Context: an optimization exercise on an open-source flow, tuned for a short achievable clock period and few clock cycles. The choices shown serve that exercise and are no tape-out recipe. Function was checked by simulation only, so behaviour that the tests miss may differ from the original. The flow treats the clock pin as an ideal source, which a real chip does not have. Power is estimated from default activity; no workload was simulated.

P:
==> flow/design.v (excerpt) <==
module ad100_cpu
(
  input clk,
  input rst,  
  output     [29:0] addr_1,  
  input      [31:0] read_1,
  output     [29:0] addr_2,  
  input      [31:0] read_2,
  output reg [31:0] write_2,
  output reg        write_enable_1, write_enable_2, write_enable_3, write_enable_4
);
For scale: about 6800 cells after synthesis, about 2000 flip-flops, about 160 I/O pins.
clock: 20.0 ns
lec_check: 0
cap_margin: 70
core_margin: 2
core_utilization: 45
place_density: 0.7
slew_margin: 70
run.sh (not shown) runs the stock make flow with config.mk's settings and CLKGATE_MAP_FILE= SYNTH_SCRIPT=/design/flow/synth_recipe.tcl, a recipe that flattens the netlist after the stock synthesis.
Testbench counts of P, summed over its fixed seeds: cycles 92,608.
--- input diff P..Q ---
Settings: swapping 45 for 40 in CORE_UTILIZATION; swapping 70 for 50 in SLEW_MARGIN; clearing PLACE_DENSITY, which used to be 0.7; swapping 70 for 50 in CAP_MARGIN.
[summary]
Lower vertical extent of the die among Q and P: P
Compared with P, Q shows total non-filler cell area in the finished layout that has gone down by a few percent.
On Q: power is 51 uW higher than what P gave.
Between Q and P, the difference in register area is negligible.
Leakage component of the power: Q < P
The part of the power in the clock network in Q was higher than what P gave.
Edits applied to the flow inputs when going from Q to R:
Settings: CAP_MARGIN now 70, was 50; SLEW_MARGIN now 70, was 50.
==> flow/flow/run.sh (new file) <==
#!/bin/bash
# Own layout flow: the standard flow (standard.sh), with ORFS's delay
# cells (clkdlybuf4s*, dlygate*, dlymetal*) kept out of the physical steps,
# so that port buffers and wire repeaters are plain buffers:
#  - they are on the don't-use list of the steps after synthesis,
#  - buffer_ports is told to use buf_4 (it picks its cell itself),
#  - after the resize and CTS steps, any delay cell repair inserted anyway
#    is replaced by a plain buffer (swap_delay*.tcl).
# Synthesis runs unchanged first.
set -euo pipefail
HERE=$(pwd)
bash standard.sh synth > synth.log 2>&1
DELAY_CELLS=""
for c in clkdlybuf4s15_1 clkdlybuf4s15_2 clkdlybuf4s18_1 clkdlybuf4s18_2 \
         clkdlybuf4s25_1 clkdlybuf4s25_2 clkdlybuf4s50_1 clkdlybuf4s50_2 \
         dlygate4sd1_1 dlygate4sd2_1 dlygate4sd3_1 \
         dlymetal6s2s_1 dlymetal6s4s_1 dlymetal6s6s_1; do
  DELAY_CELLS="$DELAY_CELLS sky130_fd_sc_hd__$c"
done
export DONT_USE_CELLS="$DELAY_CELLS"
export BUFFER_PORTS_ARGS="-buffer_cell sky130_fd_sc_hd__buf_4"
export POST_RESIZE_TCL="$HERE/flow/swap_delay.tcl"
export POST_CTS_TCL="$HERE/flow/swap_delay_dp.tcl"
bash standard.sh finish > layout.log 2>&1
==> flow/flow/swap_delay.tcl (new file) <==
# Replace any delay cell that repair left in the design by a plain buffer of
# similar drive (the don't-use list does not reach every buffering step).
set swapped 0
foreach inst [[ord::get_db_block] getInsts] {
  set m [[$inst getMaster] getName]
  if {[regexp {^sky130_fd_sc_hd__(clkdlybuf4s[0-9]+|dlygate4sd[0-9]|dlymetal6s[0-9]s)_([0-9]+)$} $m -> kind size]} {
    set new [expr {$size >= 2 ? "sky130_fd_sc_hd__buf_4" : "sky130_fd_sc_hd__buf_2"}]
    replace_cell [$inst getName] $new
    incr swapped
  }
}
puts "swap_delay: replaced $swapped delay cells"
==> flow/flow/swap_delay_dp.tcl (new file) <==
# As swap_delay.tcl, for a step that has already legalized the placement:
# legalize again if anything changed.
source [file join [file dirname [info script]] swap_delay.tcl]
if {$swapped > 0} {
  detailed_placement
  check_placement -verbose
}
==> flow/standard.sh (new file) <==
#!/bin/bash
# synth_recipe.tcl (not shown) runs the flow's synth.tcl, then flattens the netlist and writes it again
# the make line also repeats each setting of config.mk as NAME=value (left out here)
make -C /OpenROAD-flow-scripts/flow DESIGN_CONFIG=/design/flow/config.mk WORK_HOME=/design/flow/orfs CLKGATE_MAP_FILE= SYNTH_SCRIPT=/design/flow/synth_recipe.tcl "${@:-finish}"
removed: flow/run.sh
Results
Between R and Q, it is R whose wire length is lower, by 4.0 mm.
Taking Q as the reference point, the post-route non-filler standard cell count of R rises by 41.
R vs. Q: clock power went down by about 4%.
Initial antenna violation count was lower in Q than in R.
Between R and Q, the fraction of the core area covered by cells at the end of the flow is higher for R.
R vs Q on fmax: R is the higher one.
Net switching share of the total power in R is 0.22 points higher than in Q
Setup changes, R to S
-- flow/flow/run.sh --
<<< R, line 5
#  - they are on the don't-use list of the steps after synthesis,
#  - buffer_ports is told to use buf_4 (it picks its cell itself),
#  - after the resize and CTS steps, any delay cell repair inserted anyway
#    is replaced by a plain buffer (swap_delay*.tcl).
# Synthesis runs unchanged first.
set -euo pipefail
>>> S, line 5
#  - they are on the don't-use list of the steps after synthesis,
#  - buffer_ports is told to use buf_4 (it picks its cell itself),
#  - after the resize, CTS and global route steps, any delay cell repair
#    inserted anyway is replaced by a plain buffer (swap_delay*.tcl).
# Synthesis runs unchanged first.
set -euo pipefail
<<< R, line 22
export POST_RESIZE_TCL="$HERE/flow/swap_delay.tcl"
export POST_CTS_TCL="$HERE/flow/swap_delay_dp.tcl"
bash standard.sh finish > layout.log 2>&1
>>> S, line 22
export POST_RESIZE_TCL="$HERE/flow/swap_delay.tcl"
export POST_CTS_TCL="$HERE/flow/swap_delay_dp.tcl"
export POST_GLOBAL_ROUTE_TCL="$HERE/flow/swap_delay_grt.tcl"
bash standard.sh finish > layout.log 2>&1
==> flow/flow/swap_delay_grt.tcl (new file) <==
# After global routing (whose repair step may insert delay cells as wire
# repeaters): replace them by plain buffers, legalize, reroute the changed
# nets incrementally and write the route guides again.
set delay_insts {}
foreach inst [[ord::get_db_block] getInsts] {
  if {[regexp {^sky130_fd_sc_hd__(clkdlybuf4s[0-9]+|dlygate4sd[0-9]|dlymetal6s[0-9]s)_([0-9]+)$} \
         [[$inst getMaster] getName]]} {
    lappend delay_insts $inst
  }
}
puts "swap_delay_grt: [llength $delay_insts] delay cells"
if {[llength $delay_insts] > 0} {
  global_route -start_incremental
  source [file join [file dirname [info script]] swap_delay.tcl]
  detailed_placement
  check_placement -verbose
  global_route -end_incremental
  estimate_parasitics -global_routing
  write_guides $::env(RESULTS_DIR)/route.guide
}
Findings:
Going from R to S, part of the power in registers closely matched the old numbers, total power closely matched the old numbers, internal power summed over all cells closely matched the old numbers, count of clock-buffer cells in the layout closely matched the old numbers.
S and R ended up with roughly the same wire length.
--- input diff S..T ---
Settings: CORE_UTILIZATION now 45, was 40.
-- flow/flow/run.sh --
<<< S, line 5
#  - they are on the don't-use list of the steps after synthesis,
#  - buffer_ports is told to use buf_4 (it picks its cell itself),
#  - after the resize, CTS and global route steps, any delay cell repair
#    inserted anyway is replaced by a plain buffer (swap_delay*.tcl).
# Synthesis runs unchanged first.
set -euo pipefail
>>> T, line 5
#  - they are on the don't-use list of the steps after synthesis,
#  - buffer_ports is told to use buf_4 (it picks its cell itself),
#  - after the resize and CTS steps, any delay cell repair inserted anyway
#    is replaced by a plain buffer (swap_delay*.tcl).
# Synthesis runs unchanged first.
set -euo pipefail
<<< S, line 22
export POST_RESIZE_TCL="$HERE/flow/swap_delay.tcl"
export POST_CTS_TCL="$HERE/flow/swap_delay_dp.tcl"
export POST_GLOBAL_ROUTE_TCL="$HERE/flow/swap_delay_grt.tcl"
bash standard.sh finish > layout.log 2>&1
>>> T, line 22
export POST_RESIZE_TCL="$HERE/flow/swap_delay.tcl"
export POST_CTS_TCL="$HERE/flow/swap_delay_dp.tcl"
bash standard.sh finish > layout.log 2>&1
removed: flow/flow/swap_delay_grt.tcl
## What came out
Summary of T over S: number of antenna diodes went up by about 14%, layout overhead on the synthesized area higher, critical-path maximum fanout -1, total number of placement rows fell by 6.0%. Final worst-path cycle share | T above S. T vs. S: number of max-slew violations in the final report shows no meaningful change; worst setup slack after placement shows a reduction of 130 ps; final area shows an increase of 0.91%.

* * *

== run A ==
ad100_cpu, a different RTL version from the one above (not shown whole).
Size: roughly 6800 cells after synthesis, ~2000 flip-flops, about 160 I/O pins.
export LEC_CHECK = 0
export CAP_MARGIN = 80
export CORE_MARGIN = 2
export CORE_UTILIZATION = 40
export SLEW_MARGIN = 80
create_clock -name core_clock -period 20.0 [get_ports {clk}]
standard.sh (not shown) runs the stock make flow with config.mk's settings and CLKGATE_MAP_FILE= SYNTH_SCRIPT=/design/flow/synth_recipe.tcl, a recipe that flattens the netlist after the stock synthesis.
==> flow/flow/run.sh <==
#!/bin/bash
# Own layout flow: the standard flow (standard.sh), with ORFS's delay
# cells (clkdlybuf4s*, dlygate*, dlymetal*) kept out of the physical steps,
# so that port buffers and wire repeaters are plain buffers:
#  - they are on the don't-use list of the steps after synthesis,
#  - buffer_ports is told to use buf_4 (it picks its cell itself),
#  - after the resize and CTS steps, any delay cell repair inserted anyway
#    is replaced by a plain buffer (swap_delay*.tcl).
# Synthesis runs unchanged first.
set -euo pipefail
HERE=$(pwd)
bash standard.sh synth > synth.log 2>&1
DELAY_CELLS=""
for c in clkdlybuf4s15_1 clkdlybuf4s15_2 clkdlybuf4s18_1 clkdlybuf4s18_2 \
         clkdlybuf4s25_1 clkdlybuf4s25_2 clkdlybuf4s50_1 clkdlybuf4s50_2 \
         dlygate4sd1_1 dlygate4sd2_1 dlygate4sd3_1 \
         dlymetal6s2s_1 dlymetal6s4s_1 dlymetal6s6s_1; do
  DELAY_CELLS="$DELAY_CELLS sky130_fd_sc_hd__$c"
done
export DONT_USE_CELLS="$DELAY_CELLS"
export BUFFER_PORTS_ARGS="-buffer_cell sky130_fd_sc_hd__buf_4"
export POST_RESIZE_TCL="$HERE/flow/swap_delay.tcl"
export POST_CTS_TCL="$HERE/flow/swap_delay_dp.tcl"
bash standard.sh finish > layout.log 2>&1
==> flow/flow/swap_delay.tcl <==
# Replace any delay cell that repair left in the design by a plain buffer of
# similar drive (the don't-use list does not reach every buffering step).
set swapped 0
foreach inst [[ord::get_db_block] getInsts] {
  set m [[$inst getMaster] getName]
  if {[regexp {^sky130_fd_sc_hd__(clkdlybuf4s[0-9]+|dlygate4sd[0-9]|dlymetal6s[0-9]s)_([0-9]+)$} $m -> kind size]} {
    set new [expr {$size >= 2 ? "sky130_fd_sc_hd__buf_4" : "sky130_fd_sc_hd__buf_2"}]
    replace_cell [$inst getName] $new
    incr swapped
  }
}
puts "swap_delay: replaced $swapped delay cells"
==> flow/flow/swap_delay_dp.tcl <==
# As swap_delay.tcl, for a step that has already legalized the placement:
# legalize again if anything changed.
source [file join [file dirname [info script]] swap_delay.tcl]
if {$swapped > 0} {
  detailed_placement
  check_placement -verbose
}
Run A | status: complete | timing, DRC, antenna: pass
Testbench counts of run A, summed over its fixed seeds: cycles 92,608.
Modified inputs, run B compared to run A
diff --git a/flow/config.mk b/flow/config.mk
--- a/flow/config.mk
+++ b/flow/config.mk
@@ -8,4 +8,4 @@
 export CAP_MARGIN = 80
 export CORE_MARGIN = 2
-export CORE_UTILIZATION = 40
+export CORE_UTILIZATION = 50
 export SLEW_MARGIN = 80
## What came out
The final report for run B shows a completed flow and a layout that fails verification, specifically antenna violations. Run A reached the final stage; the timing, design-rule and antenna checks on its layout passed. Clock skew ended up 0.052 ns lower on run B than on run A. The sequential standard cell area of run B and that of run A are within noise of each other. Met1 usage: run B > run A. Compared with run A, run B shows global-route wire length before repair that has gone down slightly. Run B: sequential share of power is 0.4 points lower than what run A reported. Between run B and run A, the number of nets at the end of the flow does not differ in any meaningful way. Run A was larger in final cell area than run B. Re met3 wirelength from detailed routing: run B is about 2% down on run A.
Here is what was changed in the inputs of run C compared with run B.
diff --git a/flow/config.mk b/flow/config.mk
--- a/flow/config.mk
+++ b/flow/config.mk
@@ -6,6 +6,6 @@
 export NUM_CORES = 4
 export LEC_CHECK = 0
-export CAP_MARGIN = 80
+export CAP_MARGIN = 70
 export CORE_MARGIN = 2
-export CORE_UTILIZATION = 50
-export SLEW_MARGIN = 80
+export CORE_UTILIZATION = 45
+export SLEW_MARGIN = 70
Both conditions hold for run C: the flow ran to the end and the final layout passed the timing, design-rule and antenna checks.
Changes observed in run C relative to run B: routed wire length -7.5 mm; fmax shrank by 0.43%.
Re final-layout clock buffer total: run C is about 10% down on run B.
Of run C and run B, the run reporting the lower met3 routing resource usage after global routing was run C.
The capturing element of the worst setup path comes out prog_cnt.counter[26] in one run and fetch_address[1] in the other, namely in run B and run C respectively.
The following lists how run D was set up differently from run C:
diff --git a/flow/config.mk b/flow/config.mk
--- a/flow/config.mk
+++ b/flow/config.mk
@@ -8,4 +8,4 @@
 export CAP_MARGIN = 70
 export CORE_MARGIN = 2
-export CORE_UTILIZATION = 45
+export CORE_UTILIZATION = 40
 export SLEW_MARGIN = 70
--- outcome ---
- Run D vs. run C: cell area flat; met1 demand-to-capacity share in global routing went down by 5.3 points; wire length on met3 went up 5.0%; share of cell area taken by flip-flops and latches about even.
### run D -> run E
diff --git a/flow/flow/run.sh b/flow/flow/run.sh
--- a/flow/flow/run.sh
+++ b/flow/flow/run.sh
@@ -5,6 +5,6 @@
 #  - they are on the don't-use list of the steps after synthesis,
 #  - buffer_ports is told to use buf_4 (it picks its cell itself),
-#  - after the resize and CTS steps, any delay cell repair inserted anyway
-#    is replaced by a plain buffer (swap_delay*.tcl).
+#  - after the resize, CTS and global route steps, any delay cell repair
+#    inserted anyway is replaced by a plain buffer (swap_delay*.tcl).
 # Synthesis runs unchanged first.
 set -euo pipefail
@@ -22,3 +22,4 @@
 export POST_RESIZE_TCL="$HERE/flow/swap_delay.tcl"
 export POST_CTS_TCL="$HERE/flow/swap_delay_dp.tcl"
+export POST_GLOBAL_ROUTE_TCL="$HERE/flow/swap_delay_grt.tcl"
 bash standard.sh finish > layout.log 2>&1
==> flow/flow/swap_delay_grt.tcl (new file) <==
# After global routing (whose repair step may insert delay cells as wire
# repeaters): replace them by plain buffers, legalize, reroute the changed
# nets incrementally and write the route guides again.
set delay_insts {}
foreach inst [[ord::get_db_block] getInsts] {
  if {[regexp {^sky130_fd_sc_hd__(clkdlybuf4s[0-9]+|dlygate4sd[0-9]|dlymetal6s[0-9]s)_([0-9]+)$} \
         [[$inst getMaster] getName]]} {
    lappend delay_insts $inst
  }
}
puts "swap_delay_grt: [llength $delay_insts] delay cells"
if {[llength $delay_insts] > 0} {
  global_route -start_incremental
  source [file join [file dirname [info script]] swap_delay.tcl]
  detailed_placement
  check_placement -verbose
  global_route -end_incremental
  estimate_parasitics -global_routing
  write_guides $::env(RESULTS_DIR)/route.guide
}
Findings:
- ~same ratio of cells with drive above 1 in the final layout in run D and run E
- As far as final cell count is concerned, run E and run D perform about the same.
- Run E reached the final stage; the timing, design-rule and antenna checks on its layout passed.
- Summary of run E over run D: overall power roughly the same, shortest period the worst path allows +0.017 ns, relative area change from synthesis to final layout held, power density over cell area now sits at about the same level, clock power held steady.
- Final critical-path share of the clock period: run E vs run D, no meaningful difference
- NOTE met1 wire length run D->run E increased slightly
- Re slew at the pin closest to its max-slew limit: run E is 0.048 ns up on run D.
- Any difference in final wirelength between run E and run D is small enough to ignore.

-- afterwards: timing with drivers on the ports --
In the flow no input, the clock included, has a driving cell. The finished layouts below were timed again as built, in two steps. Step 1 assumes that a clkbuf_16 drives the clock port and a buf_2 every other input. Step 2 adds t to the input delays and takes it off the output delays; t is the mean of the earliest and latest rising clock arrival at the registers after step 1. Input paths then give back, and output paths get back, about the clock's delay inside the block. Three values: ideal ports, drivers, drivers and shift; two values: the first two.
run	t (ns)	setup WS [ns]	worst hold slack (ns)	worst data-port slew with drivers (ns)
P	0.930	13.295 / 13.295 / 13.194	0.391 / 0.391 / 0.391	0.19
Q	0.933	13.108 / 13.108 / 12.917	0.399 / 0.399 / 0.399	0.20
R	0.928	13.927 / 13.927 / 13.623	0.398 / 0.398 / 0.398	0.22
S	0.930	13.932 / 13.932 / 13.810	0.398 / 0.398 / 0.398	0.22
T	0.942	13.523 / 13.523 / 13.523	0.358 / 0.358 / 0.358	0.18
run A	0.921	13.904 / 13.904 / 13.602	0.391 / 0.391 / 0.391	0.21
run B	0.958	13.919 / 13.919 / 13.158	0.394 / 0.394 / 0.394	0.18
run C	0.934	13.893 / 13.893 / 13.614	0.392 / 0.392 / 0.392	0.18
run D	0.956	13.778 / 13.778 / 13.571	0.390 / 0.390 / 0.390	0.20
run E	0.959	13.761 / 13.761 / 13.569	0.388 / 0.388 / 0.388	0.20
For run B, which loses most, drivers alone change the setup slack by 0.000 ns; drivers and shift together by -0.761 ns.
